This design comes from an exercise in tuning for small area on the open sky130 flow, not from production work.
For this run, only the layout was checked, not whether the RTL still works.
The flow treats the clock pin as an ideal source, which a real chip does not have.
Power is estimated from default activity; no workload was simulated.

### constraint.sdc
create_clock -name core_clock -period 6.0 [get_ports {clk}]
set_input_delay 1.2000 -clock core_clock [delete_from_list [all_inputs] [get_ports {clk}]]
set_output_delay 1.2000 -clock core_clock [all_outputs]
set_load 0.01 [all_outputs]
### design.v
module rca #(parameter W = 12) (
	input  [W-1:0] a,
	input  [W-1:0] b,
	input          ci,
	output [W-1:0] s
);
	wire [W:0] c;
	assign c[0] = ci;
	genvar i;
	generate
		for (i = 0; i < W; i = i + 1) begin : g
			assign s[i] = a[i] ^ b[i] ^ c[i];
			assign c[i+1] = (a[i] & b[i]) | (c[i] & (a[i] ^ b[i]));
		end
	endgenerate
endmodule
module b_ctrl(input clk, input En, output reg [2:0] t, output Vld);
	reg [3:0] f;
	wire p1 = (t == 3'd6);
	always @(posedge clk) begin
		if (!En) begin
			t <= 3'd5;
			f <= 4'd0;
		end else begin
			t <= p1 ? 3'd0 : t + 3'd1;
			if (p1 && !(f[3] & f[0])) f <= f + 4'd1;
		end
	end
	assign Vld = p1 & f[3] & f[0];
endmodule
module b_acc(input clk, input En, input p1, input [19:0] FCW, output reg [19:0] acc);
	reg c10;
	wire [19:0] b = FCW & {20{p1}};
	wire [9:0] lo;
	wire [9:0] hi;
	wire [10:0] cl;
	wire [10:0] ch;
	assign cl[0] = 1'b0;
	assign ch[0] = c10;
	genvar i;
	generate
		for (i = 0; i < 10; i = i + 1) begin : g
			assign lo[i] = acc[i] ^ b[i] ^ cl[i];
			assign cl[i+1] = (acc[i] & b[i]) | (cl[i] & (acc[i] ^ b[i]));
			assign hi[i] = acc[i+10] ^ b[i+10] ^ ch[i];
			assign ch[i+1] = (acc[i+10] & b[i+10]) | (ch[i] & (acc[i+10] ^ b[i+10]));
		end
	endgenerate
	always @(posedge clk) begin
		acc <= {hi, lo} & {20{En}};
		c10 <= cl[10];
	end
endmodule
module b_ang(input clk, input [2:0] t, input d0, input [9:0] a0, output sgn);
	reg signed [9:0] A;
	reg [8:0] at;
	wire p1 = (t == 3'd6);
	always @* begin
		case (t)
			3'd0: at = 9'd301;
			3'd1: at = 9'd159;
			3'd2: at = 9'd80;
			3'd3: at = 9'd40;
			3'd4: at = 9'd19;
			default: at = 9'd9;
		endcase
	end
	wire edge0 = d0 ? ~|a0 : &a0;
	wire sg = p1 ? d0 : A[9];
	wire [9:0] Ab = p1 ? a0 : A;
	wire [9:0] Ac = p1 ? 10'd511 : {1'b0, at};
	wire [9:0] An;
	rca #(10) u_a (.a(Ab), .b(Ac ^ {10{~sg}}), .ci(~sg ^ (p1 & edge0)), .s(An));
	always @(posedge clk) A <= An;
	assign sgn = A[9];
endmodule
module b_lane(input clk, input p1, input sgn, input [1:0] q, output dk, output [1:0] q7, output IS);
	reg [55:0] L;
	always @(posedge clk) L <= {L[54:0], sgn};
	reg [1:0] Q [0:7];
	reg ISr;
	integer j;
	always @(posedge clk) if (p1) begin
		Q[0] <= q;
		for (j = 1; j < 8; j = j + 1) Q[j] <= Q[j-1];
		ISr <= Q[7][1] ^ Q[7][0];
	end
	assign dk = L[55];
	assign q7 = Q[7];
	assign IS = ISr;
endmodule
module b_shr(input [11:0] v, input [2:0] t, output [11:0] o, output st);
	wire [11:0] w = {v[11], v[11:1]};
	wire [11:0] a = t[0] ? {w[11], w[11:1]} : w;
	wire [11:0] b = t[1] ? {{2{a[11]}}, a[11:2]} : a;
	assign o = t[2] ? {{4{b[11]}}, b[11:4]} : b;
	assign st = v[0] | (t[0] & w[0]) | (t[1] & (a[1] | a[0])) | (t[2] & (|b[3:0]));
endmodule
module b_xy(input clk, input [2:0] t, input dk, input [1:0] q7, input IS, output [11:0] Xn, output [11:0] Yn);
	reg [11:0] NX, NY;
	wire [11:0] X = ~NX;
	wire [11:0] Y = ~NY;
	wire [11:0] Xs, Ys;
	wire stX, stY;
	b_shr u_sx(.v(X), .t(t), .o(Xs), .st(stX));
	b_shr u_sy(.v(Y), .t(t), .o(Ys), .st(stY));
	rca #(12) u_x (.a(X), .b(Ys ^ {12{~dk}}), .ci(~dk ^ (IS & stY)), .s(Xn));
	rca #(12) u_y (.a(Y), .b(Xs ^ {12{dk}}), .ci(dk ^ (IS & stX)), .s(Yn));
	wire nx = q7[0] ^ q7[1];
	wire ny = q7[1];
	wire [11:0] X1 = nx ? 12'hB26 : 12'h4DA;
	wire [11:0] Y1 = ny ? 12'hB26 : 12'h4DA;
	always @(posedge clk) begin
		if (t == 3'd6) begin NX <= ~X1; NY <= ~Y1; end
		else begin NX <= ~Xn; NY <= ~Yn; end
	end
endmodule
module b_out(input clk, input p1, input [11:0] Xn, input [11:0] Yn, input selSign, input selXY, output [11:0] Dout);
	reg [11:0] NXo, NYo;
	always @(posedge clk) if (p1) begin
		NXo <= ~(Xn ^ {selSign, 11'd0});
		NYo <= ~(Yn ^ {selSign, 11'd0});
	end
	assign Dout = ~(selXY ? NXo : NYo);
endmodule
module nco(
	input clk,
	input En,
	input [19:0] FCW,
	input selXY,
	input selSign,
	output Vld,
	output [11:0] Dout
);
	wire [2:0] t;
	wire p1 = (t == 3'd6);
	wire [19:0] acc;
	wire sgn, dk;
	wire [1:0] q7;
	wire IS;
	wire [11:0] Xn, Yn;
	b_ctrl u_ctrl(.clk(clk), .En(En), .t(t), .Vld(Vld));
	b_acc u_acc(.clk(clk), .En(En), .p1(p1), .FCW(FCW), .acc(acc));
	b_ang u_ang(.clk(clk), .t(t), .d0(acc[18]), .a0(acc[17:8]), .sgn(sgn));
	b_lane u_lane(.clk(clk), .p1(p1), .sgn(sgn), .q(acc[19:18]), .dk(dk), .q7(q7), .IS(IS));
	b_xy u_xy(.clk(clk), .t(t), .dk(dk), .q7(q7), .IS(IS), .Xn(Xn), .Yn(Yn));
	b_out u_out(.clk(clk), .p1(p1), .Xn(Xn), .Yn(Yn), .selSign(selSign), .selXY(selXY), .Dout(Dout));
endmodule
### standard.sh
#!/bin/bash
# synth_recipe.tcl (not shown) runs the flow's synth.tcl, then flattens the netlist and writes it again
# the make line also repeats each setting of config.mk as NAME=value (left out here)
make -C /OpenROAD-flow-scripts/flow DESIGN_CONFIG=/design/flow/config.mk WORK_HOME=/design/flow/orfs CLKGATE_MAP_FILE= SYNTH_SCRIPT=/design/flow/synth_recipe.tcl "${@:-finish}"
### flow/post_cts.tcl
estimate_parasitics -placement
set my_upsized 0
foreach inst [get_cells -filter "ref_name == sky130_fd_sc_hd__clkbuf_4"] {
  set outp [get_pins -of_objects $inst -filter "direction == output"]
  set worst 0
  foreach p [get_pins -of_objects [get_nets -of_objects $outp] -filter "direction == input"] {
    set s [get_property $p slew_max]
    if {$s > $worst} { set worst $s }
  }
  if {$worst > 0.115} {
    puts "post_cts: [get_property $inst name] load slew $worst, upsized to clkbuf_8"
    replace_cell $inst sky130_fd_sc_hd__clkbuf_8
    incr my_upsized
  }
}
if {$my_upsized > 0} {
  detailed_placement
  check_placement -verbose
  estimate_parasitics -placement
}
### config.mk
export PLATFORM = sky130hd
export DESIGN_NAME = nco
export DESIGN_NICKNAME = nco
export VERILOG_FILES = /design/flow/design.v
export SDC_FILE = /design/flow/constraint.sdc
export NUM_CORES = 4
export LEC_CHECK = 0
export ABC_AREA = 1
export CAP_MARGIN = 20
export CORE_MARGIN = 2
export CORE_UTILIZATION = 65
export GPL_TIMING_DRIVEN = 0
export SLEW_MARGIN = 20
### flow/run.sh
#!/bin/bash
# Standard ORFS layout (the standard.sh) with: port buffers of buf_1, no buffer removal at
# floorplan beyond yosys/abc's own buffers, a clock tree of clkbuf_4 without dummy loads, and a
# POST_CTS hook (flow/post_cts.tcl) that upsizes any clock buffer whose sinks see too slow a slew.
# make's output goes to make.log; each ORFS step keeps its own log under orfs/logs.
set -euo pipefail
here=$(pwd)
bash standard.sh \
  BUFFER_PORTS_ARGS="-buffer_cell sky130_fd_sc_hd__buf_1" \
  CTS_ARGS="-sink_clustering_enable -repair_clock_nets -dont_use_dummy_load -buf_list sky130_fd_sc_hd__clkbuf_4" \
  POST_CTS_TCL="$here/flow/post_cts.tcl" \
  REMOVE_ABC_BUFFERS=1 \
  finish > make.log 2>&1
==> results.py <==
metrics = {
    "setup_path": {
        "rr_endpoint": "u_out.NYo[11]",
        "cpLargestDelayFamily": "adder cells",
        "cp.required_ns": 6.17,
        "worstPathArrival_ns": 6.04,
        "cpMostUsedCell": "sky130_fd_sc_hd__fa_2",
        "rrSetupSlack_ns": 0.13,
        "timing.critical_path.to_type": "flip-flop",
        "critical-path-max-stage-delay_ns": 0.41,
        "worstRegToRegCells": 22,
        "worst-path-buf-inv": 5,
        "worstReg2RegStart": "u_ctrl.t[0]",
        "worst-path-max-fanout": 12,
        "worstPathCellList": "buf_12 > buf_12 > inv_6 > o21ai_2 > o21ai_1 > o21ai_1 > xor2_1 > fa_2 > fa_2 > fa_2 > fa_2 > fa_2 > fa_2 > fa_2 > fa_2 > fa_2 > inv_2 > fa_1 > inv_1 > fa_2 > xnor2_2 > xor2_1",
        "critical_path_cell_count": 22,
        "worstSetupStartpointType": "flip-flop",
        "critical_path.slowest_cell": "sky130_fd_sc_hd__fa_2",
        "crit_type": "flip-flop to flip-flop",
    },
    "die": {
        "fp-row-count": 37,
        "floorplan.io_pins": 37,
        "dieArea_um2": 11330,
        "die_x_um": 106.5,
        "start_util_pct": 66.40,
        "design.core.area_um2": 10280,
        "die_h_um": 106.5,
    },
    "global_routing": {
        "grt_antenna_before_repair": 0,
        "globalRouteTotalUtil_pct": 23.96,
        "grt_max_degree": 66,
        "grt_pass1_vias": 4513,
        "grt_pass1_wl_um": 20750,
        "gr-total-overflow": 0,
    },
    "placed_design": {
        "gpl.final_weighted_congestion": 0.9184,
        "placement.io_buffers": 36,
        "placement.cell_area_um2": 7033,
        "hpwl_um": 8196,
        "numPlacedInstances": 802,
    },
    "final_layout": {
        "stdcell_area_um2": 7599,
        "design.final.nets": 783,
        "area.sequential_um2": 3606,
        "final_util_pct": 73.93,
        "final_common_cell": "sky130_fd_sc_hd__nand2_1",
        "layout.cells.most_common_list": "sky130_fd_sc_hd__nand2_1, sky130_fd_sc_hd__dfxtp_1, sky130_fd_sc_hd__inv_1",
        "area.growth.synth_to_final_pct": 11.35,
        "diodes": 0,
        "fillers": 743,
        "post_route_cells_drive_above_1_share_pct": 14.27,
        "layoutNonFillerInstCount": 837,
        "multi_input_comb_area_um2": 3043,
    },
    "clocking": {
        "cts_tree": "built",
        "clk_transition_reported_paths_ns": 0.10,
        "clock_sink_count": 159,
        "clock_latency_ns": 0.44,
    },
    "job": {
        "cap_viol_max_count": 0,
    },
    "timing": {
        "finalHoldViolations": 0,
        "max_slew_margin_pct": 46.03,
        "timing.final.max_slew_violations": 0,
        "report.final.setup_viol": 0,
        "timing_worst_slew_pin_value_ns": 0.8095,
        "fin_setup_tns_ns": 0,
        "clock_skew_ns": 0.03755,
        "unrepaired_setup_endpoints_after_global_routing": "yes",
        "period_share_pct": 97.79,
        "period_needed_ns": 5.867,
        "achievable-frequency_mhz": 170.4,
    },
    "min_path": {
        "hold_path_class": "flip-flop to flip-flop",
        "holdPathEnd": "u_lane.L[11]",
        "worst_hold_depth": 0,
        "worst_hold_startpoint": "u_lane.L[10]",
    },
    "drt": {
        "detailedRoute.firstIterationViolations": 194,
        "firstDrtPassIters": 6,
        "viasPerCell": 5.415,
        "postRouteWirelength_um": 12700,
        "wl_per_cell_um": 15.17,
        "drt.antenna.violating_nets": 0,
        "detail_route.drc_violations": 0,
        "num_vias": 4532,
    },
    "yosys": {
        "postSynth.topFlopCell": "sky130_fd_sc_hd__dfxtp_1",
        "synth-seq-cells": 159,
        "synthTopCellsByArea": "sky130_fd_sc_hd__dfxtp_1, sky130_fd_sc_hd__edfxtp_1, sky130_fd_sc_hd__fa_1",
        "combined_area_of_all_synthesized_cells_um2": 6824,
        "yosysSeqAreaShare_pct": 52.66,
        "synth_top_area_share_pct": 34.62,
        "netlist-cell-type-count": 33,
        "syn_inst": 655,
        "synth-async-reset-ratio_pct": 0,
        "synth_area_per_cell_um2": 10.42,
        "synth_edf_count": 41,
        "ys.warnings.count": 7,
        "synth_top_cell_by_area": "sky130_fd_sc_hd__dfxtp_1",
    },
    "power": {
        "totalPowerFinal_mw": 4.012,
        "peakVddDrop_v": 0.0003049,
        "p_leak_nw": 3.137,
        "power-per-cell-area_nw_per_um2": 528.0,
    },
    "outcome": {
        "result_of_the_run": "complete, no violations",
    },
}
-- cell usage after synthesis (2+ instances only) --
| library cell | n |
|---|---|
| sky130_fd_sc_hd__nand2_1 | 144 |
| sky130_fd_sc_hd__nor2_1 | 32 |
| sky130_fd_sc_hd__nor3_1 | 2 |
| sky130_fd_sc_hd__nand2_2 | 2 |
| sky130_fd_sc_hd__clkbuf_1 | 10 |
| sky130_fd_sc_hd__inv_2 | 4 |
| sky130_fd_sc_hd__inv_1 | 61 |
| sky130_fd_sc_hd__xnor2_1 | 8 |
| sky130_fd_sc_hd__o21ai_0 | 53 |
| sky130_fd_sc_hd__edfxtp_1 | 41 |
| sky130_fd_sc_hd__or2_2 | 3 |
| sky130_fd_sc_hd__o21ai_1 | 6 |
| sky130_fd_sc_hd__ha_1 | 7 |
| sky130_fd_sc_hd__xor2_1 | 28 |
| sky130_fd_sc_hd__fa_1 | 49 |
| sky130_fd_sc_hd__mux2i_1 | 14 |
| sky130_fd_sc_hd__nand4_1 | 4 |
| sky130_fd_sc_hd__a21oi_1 | 11 |
| sky130_fd_sc_hd__nand3_1 | 32 |
| sky130_fd_sc_hd__buf_2 | 14 |
| sky130_fd_sc_hd__dfxtp_1 | 118 |
-- state kept, by name, summed over array words and instances (netlist names) --
name and count:
u_acc.c10 1, u_xy.NY 12, u_ctrl.f 4, u_lane.Q 16
u_lane.L 56, u_out.NXo 12, u_acc.acc 20, u_ctrl.t 3
u_xy.NX 12, u_ang.A 10, u_out.NYo 12, u_lane.ISr 1
-- how the worst max path moves through the flow --
stage                      from       endpoint  slack [ns]
floorplan           u_ctrl.t[0]     u_ang.A[9]       -0.68
global placement    u_ctrl.t[0]     u_ang.A[8]       -1.85
detailed placement  u_ctrl.t[0]  u_out.NXo[11]       -1.44
global route        u_ctrl.t[0]  u_out.NXo[11]       -0.06
finish              u_ctrl.t[0]  u_out.NYo[11]        0.13
-- report_power, final --
part           internal [mW]  total, mW  leakage (nW)  switching (mW)
Combinational          0.781       1.80          1.69            1.02
Sequential              1.58       1.76          1.36           0.178
Clock                  0.160      0.458        0.0886           0.298
Total                   2.52       4.01          3.14            1.49
-- cells by family after synthesis --
kind of cell / Yosys count / synth area share [%]
muxes: 15 / 2.218
DFF: 159 / 52.66
buffers and inverters: 91 / 5.427
and+or+nand+nor: 224 / 13.71
xor gates and xnor gates: 37 / 4.859
AOI/OAI and AO/OA: 73 / 5.464
adders and majority gates: 56 / 15.66
-- per-layer routing --
layer	up-vias	track usage [%]	part of all wire [%]	wire length, um
met4	0	10.76	3.3	420
li1	2168	-	-	-
met2	174	39.79	50	6312
met3	44	6.867	5.3	677
met1	2146	29.21	42	5292
met5	-	0	0	0
-- layout make-up --
| cell class | count | area share [%] |
|---|---|---|
| timing repair inverter | 3 | 0.2964 |
| timing repair buffer | 51 | 4.281 |
| tap | 136 | 2.239 |
| sequential | 159 | 47.46 |
| inverter | 65 | 3.672 |
| clock buffer | 17 | 2.009 |
| multi-input combinational | 406 | 40.05 |
-- metrics by stage --
stage,worst slack (ns),hold WS (ns)
after global routing,-0.05596,0.3223
final,0.1329,0.3156
after floorplan,-0.6809,0.3096
after detailed placement,-1.445,0.3121
after global placement,-1.851,0.3127

==> afterwards: timing with drivers on the ports <==
Ports are ideal in the flow. The routed layout listed here was re-timed in OpenROAD.
Step 1 sets driving cells, clkbuf_16 on the clock port and buf_2 on the other inputs (assumed; they add their load-dependent delay and slew).
Step 2, shift: input delay + t, output delay - t, t = (earliest + latest rising clock arrival at the registers) / 2. This alone moves slack from input paths to output paths.
Slacks: no drivers / after step 1 / after step 2; pairs: no drivers / after step 1.
t, ns: 0.452
slack for setup (ns): 0.133 / 0.133 / 0.133
slew at the worst register clock pin (ns): 0.11 / 0.11
cell pins on the clock port's net: 1
After both steps this run still meets setup and hold. For this run, drivers alone change the setup slack by 0.000 ns; drivers and shift together by 0.000 ns.
